Source: an optimization exercise on an open RTL-to-GDS flow (aim: small area, a short achievable clock period and few clock cycles). Production flows keep margins and buffers that such runs may drop. Only simulation tests tie the RTL to the original design; equivalence was not proved. Power figures rest on the tool's default switching activity, not on a simulated workload.

oak:
==> flow/design.v <==
module add32sk(input [31:0] a, input [31:0] b, input cin, output [31:0] s, output co,
               output [31:0] p0, output [31:0] g0);
	assign p0 = a ^ b;
	assign g0 = a & b;
	wire [31:0] G [0:5];
	wire [31:0] P [0:5];
	assign G[0] = {g0[31:1], g0[0] | (p0[0] & cin)};
	assign P[0] = p0;
	genvar l, i;
	generate
		for (l = 0; l < 5; l = l + 1) begin : lv
			for (i = 0; i < 32; i = i + 1) begin : n
				if (i & (1 << l)) begin
					assign G[l+1][i] = G[l][i] | (P[l][i] & G[l][((i >> l) << l) - 1]);
					assign P[l+1][i] = P[l][i] & P[l][((i >> l) << l) - 1];
				end else begin
					assign G[l+1][i] = G[l][i];
					assign P[l+1][i] = P[l][i];
				end
			end
		end
	endgenerate
	wire [31:0] c = G[5];
	assign s = p0 ^ {c[30:0], cin};
	assign co = c[31];
endmodule
module mod(input wire clk, input wire reset, input [31:0] a, input [31:0] b,
           output [31:0] result, output reg done);
	reg [31:0] r;
	reg [3:0] cnt;
	reg start, busy;
	wire [4:0] pa, pb;
	msb32 ma(.x(a), .p(pa));
	msb32 mb(.x(b), .p(pb));
	wire [5:0] s = {1'b0, pa} - {1'b0, pb};
	wire pos = ~s[5] & (s[4:1] != 4'd0);	 
	wire [3:0] sh = start ? 4'd1 : cnt;
	wire [31:0] x = start ? a : r;
	wire [31:0] d1 = b << sh;
	wire [31:0] d0 = {1'b0, d1[31:1]};
	wire [31:0] t1, t0;
	wire nb1, nb0;
	add32sk sub1(.a(x), .b(~d1), .cin(1'b1), .s(t1), .co(nb1));
	add32sk sub0(.a(x), .b(~d0), .cin(1'b1), .s(t0), .co(nb0));
	wire last = (sh == 4'd0);
	wire top = (sh == 4'd15);
	wire [3:0] sh_m1 = sh - 4'd1;
	wire [3:0] sh_m2 = sh - 4'd2;
	wire two = ~last & ~nb1;
	wire fin = start ? (~pos & two) : (last | (two & (sh == 4'd1)));
	always @(posedge clk) begin
		if (reset) begin
			start <= 1'b1;
			busy <= 1'b0;
			done <= 1'b0;
		end else if (start | busy) begin
			start <= 1'b0;
			busy <= ~fin;
			done <= fin;
		end
	end
	always @(posedge clk) begin
		if (start) begin
			if (pos)
				r <= a;
			else if (nb1)
				r <= t1;
			else
				r <= t0;
			cnt <= ~pos ? 4'd0 : s[4] ? 4'd15 : s[3:0];
		end else if (busy) begin
			if (nb1)
				r <= t1;
			else if (two & nb0)
				r <= t0;
			cnt <= two ? sh_m2 : top ? sh : sh_m1;
		end
	end
	assign result = r;
endmodule
module msb32(input [31:0] x, output [4:0] p);
	wire [15:0] v1; wire [15:0] p1;
	wire [7:0] v2; wire [15:0] p2;
	wire [3:0] v3; wire [11:0] p3;
	wire [1:0] v4; wire [7:0] p4;
	genvar i;
	generate
		for (i = 0; i < 16; i = i + 1) begin : l1
			assign v1[i] = x[2*i+1] | x[2*i];
			assign p1[i] = x[2*i+1];
		end
		for (i = 0; i < 8; i = i + 1) begin : l2
			assign v2[i] = v1[2*i+1] | v1[2*i];
			assign p2[2*i+1:2*i] = v1[2*i+1] ? {1'b1, p1[2*i+1]} : {1'b0, p1[2*i]};
		end
		for (i = 0; i < 4; i = i + 1) begin : l3
			assign v3[i] = v2[2*i+1] | v2[2*i];
			assign p3[3*i+2:3*i] = v2[2*i+1] ? {1'b1, p2[4*i+3:4*i+2]} : {1'b0, p2[4*i+1:4*i]};
		end
		for (i = 0; i < 2; i = i + 1) begin : l4
			assign v4[i] = v3[2*i+1] | v3[2*i];
			assign p4[4*i+3:4*i] = v3[2*i+1] ? {1'b1, p3[6*i+5:6*i+3]} : {1'b0, p3[6*i+2:6*i]};
		end
	endgenerate
	assign p = v4[1] ? {1'b1, p4[7:4]} : {1'b0, p4[3:0]};
endmodule
module alu(
	input wire clk,
	input wire reset,
	output reg [31:0] result,
	output done,
	input [2:0] sel,
	input [31:0] a,
	input [31:0] b
);
	wire sub = sel[2] & ~sel[0];
	wire [31:0] bx = b ^ {32{sub}};
	wire [31:0] s, p, g;
	wire co;
	add32sk add1(.a(a), .b(bx), .cin(sub), .s(s), .co(co), .p0(p), .g0(g));
	wire lt = (a[31] ^ b[31]) ? a[31] : s[31];
	wire [31:0] result_mod;
	mod mod1(.clk(clk), .reset(reset), .a(a), .b(b),
	         .result(result_mod), .done(done));
	always @(*) begin
		case (sel)
			3'd0: result = g;
			3'd1: result = g | p;
			3'd2: result = p;
			3'd3: result = ~(g | p);
			3'd4: result = {31'd0, lt};
			3'd7: result = result_mod;
			default: result = s;
		endcase
	end
endmodule
export LEC_CHECK = 0
export CAP_MARGIN = 20
export CORE_MARGIN = 2
export CORE_UTILIZATION = 40
export PLACE_DENSITY = 0.72
export SETUP_SLACK_MARGIN = 3.0
export SLEW_MARGIN = 20
export TNS_END_PERCENT = 20
create_clock -name core_clock -period 10.0 [get_ports {clk}]
standard.sh (not shown) runs the stock make flow with config.mk's settings and CLKGATE_MAP_FILE= SYNTH_SCRIPT=/design/flow/synth_recipe.tcl, a recipe that flattens the netlist after the stock synthesis.
==> flow/flow/run.sh <==
#!/bin/bash
# The standard layout, except that the port buffers are buf_2 cells: left to
# itself buffer_ports picks clkdlybuf4s50_1, a slow delay cell, for every port.
set -euo pipefail
bash standard.sh synth > make_synth.log 2>&1
bash standard.sh BUFFER_PORTS_ARGS="-buffer_cell sky130_fd_sc_hd__buf_2" finish > make_finish.log 2>&1
Testbench counts of oak, summed over its fixed seeds: cycles 14,763.
#### Input delta (pine over oak)
Settings: a change of CORE_UTILIZATION from 40 to 55; a deleted PLACE_DENSITY that had been 0.72.
### Flow results
pine went all the way through the flow, and no timing, DRC or antenna check failed.
Share of cell area taken by multi-input logic gates up 0.94 points in pine wrt oak
Re relative contribution of combinational cells to total power: oak and pine aren't equal, and the lower value belongs to oak.
Against oak, pine comes in 3.6% higher on final estimated routing congestion in global placement.
Against oak, pine comes in 0.013 ns higher on final worst setup slack.
In terms of ratio of cells with drive above 1 in the final layout, oak and pine differ only marginally.
Compare oak and pine | critical path depth lower: pine
Wire length of the first global-routing pass: pine < oak
Inputs modified between pine and birch:
Settings: setting ABC_AREA to 1 for the first time; changing CORE_UTILIZATION from 55 to 40; changing SETUP_SLACK_MARGIN from 3.0 to 2.0.
==> notes.md <==
Compared to pine, the router laid down more metal wire for birch.
[compare] base=pine new=birch: source-to-sink clock delay at the later pin of the worst-skew pair comparable; final estimated routing congestion in global placement now smaller; sum of internal, switching and leakage power now larger.
birch | stages: all done | timing, DRC, antenna: all pass
Cell count: birch higher than pine

* * *

Setup of rev 12:
// alu: RTL as listed in full above, without the edits since
==> flow/config.mk <==
export PLATFORM = sky130hd
export DESIGN_NAME = alu
export DESIGN_NICKNAME = alu
export VERILOG_FILES = /design/flow/design.v
export SDC_FILE = /design/flow/constraint.sdc
export NUM_CORES = 4
export LEC_CHECK = 0
export CAP_MARGIN = 20
export CORE_MARGIN = 2
export CORE_UTILIZATION = 40
export SETUP_SLACK_MARGIN = 3.0
export SLEW_MARGIN = 20
export TNS_END_PERCENT = 20
==> flow/constraint.sdc <==
create_clock -name core_clock -period 10.0 [get_ports {clk}]
set_input_delay 2.0000 -clock core_clock [delete_from_list [all_inputs] [get_ports {clk}]]
set_output_delay 2.0000 -clock core_clock [all_outputs]
set_load 0.01 [all_outputs]
Scripts as last shown in full above: flow/flow/run.sh
Testbench counts of rev 12, summed over its fixed seeds: cycles 14,763.
Here is what was changed in the inputs of rev 13 compared with rev 12.
# rev 12
export LEC_CHECK = 0
export CAP_MARGIN = 20
export CORE_MARGIN = 2
export CORE_UTILIZATION = 40
export SETUP_SLACK_MARGIN = 3.0
export SLEW_MARGIN = 20
export TNS_END_PERCENT = 20
create_clock -name core_clock -period 10.0 [get_ports {clk}]
# rev 13
export LEC_CHECK = 0
export CAP_MARGIN = 20
export CORE_MARGIN = 2
export CORE_UTILIZATION = 40
export PLACE_DENSITY = 0.5
export SETUP_SLACK_MARGIN = 3.0
export SLEW_MARGIN = 20
export TNS_END_PERCENT = 20
create_clock -name core_clock -period 10.0 [get_ports {clk}]
Results
[compare] base=rev 12 new=rev 13: share of cell area taken by flip-flops and latches barely changed, maximum vdd ir drop climbed 0.026 mV, proportion of cell area occupied by multi-input gates dropped 0.36 points.

* * *

Another version of the RTL of alu (not shown whole).
Size in the first run: about 2000 cells after synthesis, ~40 flip-flops, ~100 I/O pins.
export LEC_CHECK = 0
export ABC_AREA = 1
export CAP_MARGIN = 20
export CORE_MARGIN = 2
export CORE_UTILIZATION = 40
export SETUP_SLACK_MARGIN = 3.0
export SLEW_MARGIN = 20
export TNS_END_PERCENT = 20
create_clock -name core_clock -period 10.0 [get_ports {clk}]
Scripts as last shown in full above: flow/flow/run.sh
Testbench counts at the start, summed over its fixed seeds: cycles 14,763.
Then changed:
==> flow/flow/run.sh (replaced) <==
#!/bin/bash
# The standard layout, except that the port buffers are buf_4 cells: left to
# itself buffer_ports picks clkdlybuf4s50_1, a slow delay cell, for every port.
set -euo pipefail
bash standard.sh synth > make_synth.log 2>&1
bash standard.sh BUFFER_PORTS_ARGS="-buffer_cell sky130_fd_sc_hd__buf_4" finish > make_finish.log 2>&1
--- a/flow/config.mk
+++ b/flow/config.mk
@@ -7,3 +7,2 @@
 export LEC_CHECK = 0
-export ABC_AREA = 1
 export CAP_MARGIN = 20
=> Die area fell by 8.9%. Sequential share of layout area rose by 0.35 points. Setup slack degrades by 0.26 ns. Design area fell by 3.8%. Hold slack degrades by 0.0085 ns. Register-to-register slack degrades by 0.16 ns. Count of clock-buffer cells in the layout rose by 1. Synthesized area fell by 9.1%.
Then changed:
--- a/flow/config.mk
+++ b/flow/config.mk
@@ -9,5 +9,5 @@
 export CORE_MARGIN = 2
-export CORE_UTILIZATION = 40
+export CORE_UTILIZATION = 55
 export SETUP_SLACK_MARGIN = 3.0
 export SLEW_MARGIN = 20
-export TNS_END_PERCENT = 20
+export TNS_END_PERCENT = 100
The changed run passed the timing, design-rule and antenna checks.
Clock-buffer cell count goes down by 1.
Total power grows by 2.6%.
Utilization climbs by 18 points.
Critical path depth climbs by 1.
Then changed:
--- a/flow/config.mk
+++ b/flow/config.mk
@@ -9,3 +9,3 @@
 export CORE_MARGIN = 2
-export CORE_UTILIZATION = 55
+export CORE_UTILIZATION = 40
 export SETUP_SLACK_MARGIN = 3.0
Total power is lower by 2.1%.
Area after synthesis stays the same.
Routed wire length is higher by 4.9%.
Final cell count is higher by about 4.6%.
Then changed:
--- a/flow/config.mk
+++ b/flow/config.mk
@@ -7,2 +7,3 @@
 export LEC_CHECK = 0
+export ABC_AREA = 1
 export CAP_MARGIN = 20
@@ -10,3 +11,3 @@
 export CORE_UTILIZATION = 40
-export SETUP_SLACK_MARGIN = 3.0
+export SETUP_SLACK_MARGIN = 2.5
 export SLEW_MARGIN = 20
Effect:
- The new run produced a clean layout
- wire length rises by 16%
- core utilization went down by 2.8 points
- worst setup slack improves by 0.0050 ns
- critical path depth drops by 2
- total power increases by 15%
- cell count went up by 33%
- sequential power fell by 14%

## separate check: timing with driven ports
How much do the figures lean on ideal ports? The routed layouts below were timed once more, with nothing changed but the port constraints.
Step 1 sets driving cells, clkbuf_16 on the clock port and buf_2 on the other inputs (assumed; they add their load-dependent delay and slew).
Step 2 moves the port delays by t, midway between the first and last clock arrival at a register: inputs arrive t later, outputs are due t later. That takes back most of the time a late clock gives input paths.
a / b / c = ideal / step 1 / step 2; a / b = the first two.
run | t (ns) | slack for setup (ns) | worst register clock-pin slew, ns | worst data-port slew with drivers (ns)
oak | 0.332 | 2.765 / 2.721 / 2.721 | 0.07 / 0.07 | 0.06
pine | 0.324 | 2.777 / 2.737 / 2.737 | 0.06 / 0.06 | 0.06
birch | 0.347 | 2.432 / 2.408 / 2.408 | 0.07 / 0.07 | 0.04
rev 12 | 0.333 | 2.860 / 2.826 / 2.826 | 0.08 / 0.08 | 0.08
rev 13 | 0.328 | 2.851 / 2.811 / 2.811 | 0.07 / 0.07 | 0.08
the first run of note 3 | 0.347 | 3.150 / 3.125 / 3.125 | 0.07 / 0.07 | 0.08
the second run of note 3 | 0.344 | 2.893 / 2.774 / 2.774 | 0.06 / 0.06 | 0.14
the third run of note 3 | 0.332 | 2.929 / 2.818 / 2.818 | 0.07 / 0.07 | 0.14
the fourth run of note 3 | 0.345 | 2.878 / 2.757 / 2.757 | 0.07 / 0.07 | 0.14
the fifth run of note 3 | 0.347 | 2.883 / 2.853 / 2.853 | 0.06 / 0.06 | 0.05
After both steps setup and hold are still met in every run listed. The setup slack of the fourth run of note 3, which loses most, moves by -0.121 ns with the drivers and by -0.121 ns with both steps.
